Context: an optimization exercise on an open-source flow, tuned for small area and a short achievable clock period. The choices shown serve that exercise and are no tape-out recipe.
Only simulation tests tie the RTL to the original design; equivalence was not proved.
No driver is modelled on the clock port, so clock power and skew are understated where the tree is cut down; a real chip needs a root buffer or a tree.
Power is estimated from default activity; no workload was simulated.

== build 68 ==
// spi_master_top
module spi_master_top (
    input                    clk_i          ,
    input                    rstn_i         ,
    input                    miso_i         ,
    output reg               sck_o          ,
    output                   mosi_o         ,
    output                   spi_oe_o       ,               
    output      [7:0]        ssn_o          ,
    input                    stb_i          ,
    input       [1:0]        addr_i         ,
    input                    we_i           ,
    input       [7:0]        data_i         ,
    output reg  [7:0]        data_o         ,
    output reg               ack_o          ,
    output reg               int_o
);
Size: ~730 cells after synthesis, about 140 flip-flops, ~36 I/O pins, about 6500 µm² of cells after synthesis.
export LEC_CHECK = 0
export ABC_AREA = 1
export CAP_MARGIN = 20
export CORE_MARGIN = 2
export CORE_UTILIZATION = 40
export SETUP_SLACK_MARGIN = 2.7
export SLEW_MARGIN = 20
create_clock -name core_clock -period 5.0 [get_ports {clk_i}]
standard.sh (not shown) runs the stock make flow with config.mk's settings and CLKGATE_MAP_FILE= SYNTH_SCRIPT=/design/flow/synth_recipe.tcl, a recipe that flattens the netlist after the stock synthesis.
==> flow/flow/run.sh <==
#!/bin/bash
# Standard layout with buf_2 port buffers and a two-level clock tree: the clock
# port drives one clkbuf_16, which drives 10 clkbuf_8, each driving one cluster of flip-flops
# (flow/cts_hook.tcl replaces TritonCTS's tree building; CTS's repair steps stay).
set -euo pipefail
bash standard.sh \
  "BUFFER_PORTS_ARGS=-buffer_cell sky130_fd_sc_hd__buf_2" \
  "PRE_CTS_TCL=$(pwd)/flow/cts_hook.tcl" \
  CTS_NLEAF=10 CTS_LEAF_BUF=sky130_fd_sc_hd__clkbuf_8 CTS_ROOT_BUF=sky130_fd_sc_hd__clkbuf_16 \
  finish > flow_standard.log 2>&1
==> flow/flow/cts_hook.tcl <==
# Replaces clock_tree_synthesis with a flat clock tree: the clock port drives
# CTS_NLEAF clock buffers, each placed at the centre of a cluster of flip-flops
# (k-means on their locations) and driving that cluster's clock pins.
proc clock_tree_synthesis { args } {
  set nleaf 4
  if { [info exists ::env(CTS_NLEAF)] } { set nleaf $::env(CTS_NLEAF) }
  set bufname sky130_fd_sc_hd__clkbuf_16
  if { [info exists ::env(CTS_LEAF_BUF)] } { set bufname $::env(CTS_LEAF_BUF) }
  set block [ord::get_db_block]
  set clk_net [$block findNet clk_i]
  set sinks {}
  set xs {}
  set ys {}
  foreach it [$clk_net getITerms] {
    set inst [$it getInst]
    set loc [$inst getLocation]
    set m [$inst getMaster]
    lappend sinks $it
    lappend xs [expr {[lindex $loc 0] + [$m getWidth] / 2.0}]
    lappend ys [expr {[lindex $loc 1] + [$m getHeight] / 2.0}]
  }
  set n [llength $sinks]
  # initial centres: sinks spread by sorted x then y
  set order [lsort -integer -indices [lmap x $xs {expr {int($x)}}]]
  set cx {}
  set cy {}
  for {set k 0} {$k < $nleaf} {incr k} {
    set i [lindex $order [expr {int(($k + 0.5) * $n / $nleaf)}]]
    lappend cx [lindex $xs $i]
    lappend cy [lindex $ys $i]
  }
  set capf 1.0
  if { [info exists ::env(CTS_CAP_FACTOR)] } { set capf $::env(CTS_CAP_FACTOR) }
  set cap [expr {int(ceil($capf * $n / $nleaf))}]
  for {set iter 0} {$iter < 30} {incr iter} {
    # balanced assignment: sinks in order of distance to nearest centre, capped cluster size
    set cnt [lrepeat $nleaf 0]
    set pairs {}
    for {set i 0} {$i < $n} {incr i} {
      for {set k 0} {$k < $nleaf} {incr k} {
        set d [expr {abs([lindex $xs $i] - [lindex $cx $k]) + abs([lindex $ys $i] - [lindex $cy $k])}]
        lappend pairs [list $d $i $k]
      }
    }
    set asg [lrepeat $n -1]
    foreach p [lsort -real -index 0 $pairs] {
      lassign $p d i k
      if {[lindex $asg $i] >= 0} continue
      if {[lindex $cnt $k] >= $cap} continue
      lset asg $i $k
      lset cnt $k [expr {[lindex $cnt $k] + 1}]
    }
    set sx [lrepeat $nleaf 0.0]
    set sy [lrepeat $nleaf 0.0]
    for {set i 0} {$i < $n} {incr i} {
      set k [lindex $asg $i]
      lset sx $k [expr {[lindex $sx $k] + [lindex $xs $i]}]
      lset sy $k [expr {[lindex $sy $k] + [lindex $ys $i]}]
    }
    for {set k 0} {$k < $nleaf} {incr k} {
      if {[lindex $cnt $k] > 0} {
        lset cx $k [expr {[lindex $sx $k] / [lindex $cnt $k]}]
        lset cy $k [expr {[lindex $sy $k] / [lindex $cnt $k]}]
      }
    }
  }
  set master [[ord::get_db] findMaster $bufname]
  set nets {}
  # optional root buffer between the clock port and the leaf buffers
  set leaf_in $clk_net
  if { [info exists ::env(CTS_ROOT_BUF)] && $::env(CTS_ROOT_BUF) ne "" } {
    set rmaster [[ord::get_db] findMaster $::env(CTS_ROOT_BUF)]
    set rinst [odb::dbInst_create $block $rmaster "clkbuf_root"]
    set leaf_in [odb::dbNet_create $block "clknet_root"]
    $leaf_in setSigType CLOCK
    [$rinst findITerm A] connect $clk_net
    [$rinst findITerm X] connect $leaf_in
    set mx 0.0
    set my 0.0
    for {set k 0} {$k < $nleaf} {incr k} {
      set mx [expr {$mx + [lindex $cx $k] / $nleaf}]
      set my [expr {$my + [lindex $cy $k] / $nleaf}]
    }
    $rinst setLocation [expr {int($mx - [$rmaster getWidth] / 2.0)}] [expr {int($my - [$rmaster getHeight] / 2.0)}]
    $rinst setPlacementStatus PLACED
  }
  for {set k 0} {$k < $nleaf} {incr k} {
    set inst [odb::dbInst_create $block $master "clkbuf_leaf_$k"]
    set net [odb::dbNet_create $block "clknet_leaf_$k"]
    $net setSigType CLOCK
    [$inst findITerm A] connect $leaf_in
    [$inst findITerm X] connect $net
    set x [expr {int([lindex $cx $k] - [$master getWidth] / 2.0)}]
    set y [expr {int([lindex $cy $k] - [$master getHeight] / 2.0)}]
    $inst setLocation $x $y
    $inst setPlacementStatus PLACED
    lappend nets $net
    puts "clock leaf $k: [lindex $cnt $k] sinks at ($x, $y)"
  }
  for {set i 0} {$i < $n} {incr i} {
    set it [lindex $sinks $i]
    $it disconnect
    $it connect [lindex $nets [lindex $asg $i]]
  }
  $clk_net setSigType CLOCK
  set_propagated_clock [all_clocks]
}
[inputs] build 97 vs build 68
# build 68
export LEC_CHECK = 0
export ABC_AREA = 1
export CAP_MARGIN = 20
export CORE_MARGIN = 2
export CORE_UTILIZATION = 40
export SETUP_SLACK_MARGIN = 2.7
export SLEW_MARGIN = 20
create_clock -name core_clock -period 5.0 [get_ports {clk_i}]
# build 97
export LEC_CHECK = 0
export ABC_AREA = 1
export CAP_MARGIN = 20
export CORE_MARGIN = 2
export CORE_UTILIZATION = 40
export SETUP_SLACK_MARGIN = 2.9
export SLEW_MARGIN = 20
create_clock -name core_clock -period 5.0 [get_ports {clk_i}]
==> flow/flow/run.sh <==
#!/bin/bash
# Standard layout with buf_2 port buffers and a two-level clock tree: the clock
# port drives one clkbuf_16, which drives 8 clkbuf_8, each driving one cluster of flip-flops
# (flow/cts_hook.tcl replaces TritonCTS's tree building; CTS's repair steps stay).
set -euo pipefail
bash standard.sh \
  "BUFFER_PORTS_ARGS=-buffer_cell sky130_fd_sc_hd__buf_2" \
  "PRE_CTS_TCL=$(pwd)/flow/cts_hook.tcl" \
  CTS_NLEAF=8 CTS_LEAF_BUF=sky130_fd_sc_hd__clkbuf_8 CTS_ROOT_BUF=sky130_fd_sc_hd__clkbuf_16 \
  finish > flow_standard.log 2>&1
--- a/flow/flow/cts_hook.tcl
+++ b/flow/flow/cts_hook.tcl
@@ -31,3 +31,3 @@
   }
-  set capf 1.0
+  set capf 1.2
   if { [info exists ::env(CTS_CAP_FACTOR)] } { set capf $::env(CTS_CAP_FACTOR) }
@@ -99,2 +99,9 @@
   }
+  set dmax [lrepeat $nleaf 0]
+  for {set i 0} {$i < $n} {incr i} {
+    set k [lindex $asg $i]
+    set d [expr {int(abs([lindex $xs $i] - [lindex $cx $k]) + abs([lindex $ys $i] - [lindex $cy $k]))}]
+    if {$d > [lindex $dmax $k]} { lset dmax $k $d }
+  }
+  puts "clock leaf max sink distances (dbu): $dmax"
   for {set i 0} {$i < $n} {incr i} {
[summary]
- Build 97 went all the way through the flow, and no timing, DRC or antenna check failed.
- Build 97: relative contribution of the clock network to total power lower than build 68
- Build 68 → build 97: worst max-slew margin expressed relative to the limit went up; power dropped 2.2%; overall routing resource usage held; first-pass GRT wire length held.
- Delta (build 97 minus build 68): layout-stage area growth over the synthesis result up 1.4 points, worst hold slack dropped 190 ps.
- Build 97: final wirelength is 94 µm lower than what build 68 reported.
For build 3, these inputs were changed with respect to build 97:
# build 97
export LEC_CHECK = 0
export ABC_AREA = 1
export CAP_MARGIN = 20
export CORE_MARGIN = 2
export CORE_UTILIZATION = 40
export SETUP_SLACK_MARGIN = 2.9
export SLEW_MARGIN = 20
create_clock -name core_clock -period 5.0 [get_ports {clk_i}]
# build 3
export LEC_CHECK = 0
export ABC_AREA = 1
export CAP_MARGIN = 20
export CORE_MARGIN = 2
export CORE_UTILIZATION = 50
export SETUP_SLACK_MARGIN = 2.9
export SLEW_MARGIN = 20
create_clock -name core_clock -period 5.0 [get_ports {clk_i}]
Findings:
Build 3 — register fraction of the total cell area 0.56 points higher, build 97 as reference
Delta (build 3 minus build 97): power density over the cells went up, final cycle utilization of the critical path did not really move, time the final worst path needs with I/O delays and setup went up, combinational power went down, combinational group share of total power went down.
[inputs] build 70 vs build 3
# build 3
export LEC_CHECK = 0
export ABC_AREA = 1
export CAP_MARGIN = 20
export CORE_MARGIN = 2
export CORE_UTILIZATION = 50
export SETUP_SLACK_MARGIN = 2.9
export SLEW_MARGIN = 20
create_clock -name core_clock -period 5.0 [get_ports {clk_i}]
# build 70
export LEC_CHECK = 0
export ABC_AREA = 1
export CAP_MARGIN = 20
export CORE_MARGIN = 2
export CORE_UTILIZATION = 40
export SETUP_SLACK_MARGIN = 2.9
export SLEW_MARGIN = 20
create_clock -name core_clock -period 5.0 [get_ports {clk_i}]
==> flow/flow/run.sh <==
#!/bin/bash
# Standard layout with buf_2 port buffers and a two-level clock tree: the clock
# port drives one clkbuf_16, which drives 10 clkbuf_8, each driving one cluster of flip-flops
# (flow/cts_hook.tcl replaces TritonCTS's tree building; CTS's repair steps stay).
set -euo pipefail
bash standard.sh \
  "BUFFER_PORTS_ARGS=-buffer_cell sky130_fd_sc_hd__buf_2" \
  "PRE_CTS_TCL=$(pwd)/flow/cts_hook.tcl" \
  CTS_NLEAF=10 CTS_LEAF_BUF=sky130_fd_sc_hd__clkbuf_8 CTS_ROOT_BUF=sky130_fd_sc_hd__clkbuf_16 \
  finish > flow_standard.log 2>&1
--- a/flow/flow/cts_hook.tcl
+++ b/flow/flow/cts_hook.tcl
@@ -31,3 +31,3 @@
   }
-  set capf 1.2
+  set capf 1.0
   if { [info exists ::env(CTS_CAP_FACTOR)] } { set capf $::env(CTS_CAP_FACTOR) }
@@ -99,9 +99,2 @@
   }
-  set dmax [lrepeat $nleaf 0]
-  for {set i 0} {$i < $n} {incr i} {
-    set k [lindex $asg $i]
-    set d [expr {int(abs([lindex $xs $i] - [lindex $cx $k]) + abs([lindex $ys $i] - [lindex $cy $k]))}]
-    if {$d > [lindex $dmax $k]} { lset dmax $k $d }
-  }
-  puts "clock leaf max sink distances (dbu): $dmax"
   for {set i 0} {$i < $n} {incr i} {
==> comparison <==
Compared with build 3, build 70 shows portion of total power attributed to the clock network higher by 1.8 points. For maximum frequency, build 70 and build 3 come out practically identical. Post-cts sizing count (higher): build 70. Via density per instance in build 70 is 3.5% lower than in build 3. Between build 70 and build 3, the setup slack does not differ in any meaningful way. Compared to build 3, build 70 has slew at the pin closest to its max-slew limit 80 ps higher. Slowest cell on the critical path = dfxtp_2: build 70; slowest cell on the critical path = dfxtp_4: build 3. Core utilization: build 70 lower than build 3. Build 70 completed every stage of the flow, and the final layout passed the timing, design-rule and antenna checks.
The following lists how build 66 was set up differently from build 70:
# build 70
export LEC_CHECK = 0
export ABC_AREA = 1
export CAP_MARGIN = 20
export CORE_MARGIN = 2
export CORE_UTILIZATION = 40
export SETUP_SLACK_MARGIN = 2.9
export SLEW_MARGIN = 20
create_clock -name core_clock -period 5.0 [get_ports {clk_i}]
# build 66
export LEC_CHECK = 0
export ABC_AREA = 1
export CAP_MARGIN = 20
export CORE_MARGIN = 2
export CORE_UTILIZATION = 40
export SETUP_SLACK_MARGIN = 3.1
export SLEW_MARGIN = 20
create_clock -name core_clock -period 5.0 [get_ports {clk_i}]
==> results.txt <==
- Status | build 66 and build 70 | clean
- Across both runs, wire length on met3 was higher for build 66 than for build 70.
- Changes observed in build 66 relative to build 70: global-route met3 utilization up 0.35 points; hold slack up 92 ps; fraction of area in multi-input gates down 0.29 points; combined area of the multi-input logic cells up about 2%; internal portion of total power up about 2%.
- Cmp build 66 and build 70 / post-layout worst setup margin / lower: build 66
- Build 66: largest net degree at the start of global routing 1 below build 70
No run of this note takes its clock network from TritonCTS; it comes from the design's own scripts or RTL.

## port drivers added, routing unchanged
Ports are ideal in the flow. The routed layouts listed here were re-timed in OpenROAD.
Step 1 (the two cells are an assumption about what drives the block):
set clk [get_ports {clk_i}]
set_driving_cell -lib_cell sky130_fd_sc_hd__clkbuf_16 $clk
set_driving_cell -lib_cell sky130_fd_sc_hd__buf_2 [delete_from_list [all_inputs] $clk]
Step 2 adds t to the input delays and takes it off the output delays; t is the mean of the earliest and latest rising clock arrival at the registers after step 1. Input paths then give back, and output paths get back, about the clock's delay inside the block.
Three values: ideal, step 1, step 2; two values: the first two.
run | shift t [ns] | setup WS [ns] | worst data-port slew with drivers (ns)
build 68 | 0.395 | 2.814 / 2.771 / 2.465 | 0.03
build 97 | 0.386 | 2.908 / 2.869 / 2.577 | 0.03
build 3 | 0.392 | 2.903 / 2.863 / 2.583 | 0.03
build 70 | 0.399 | 2.905 / 2.865 / 2.553 | 0.03
build 66 | 0.401 | 2.888 / 2.848 / 2.727 | 0.05
After both steps setup and hold are still met in every run listed. The setup slack of build 70, which loses most, moves by -0.040 ns with the drivers and by -0.352 ns with both steps.
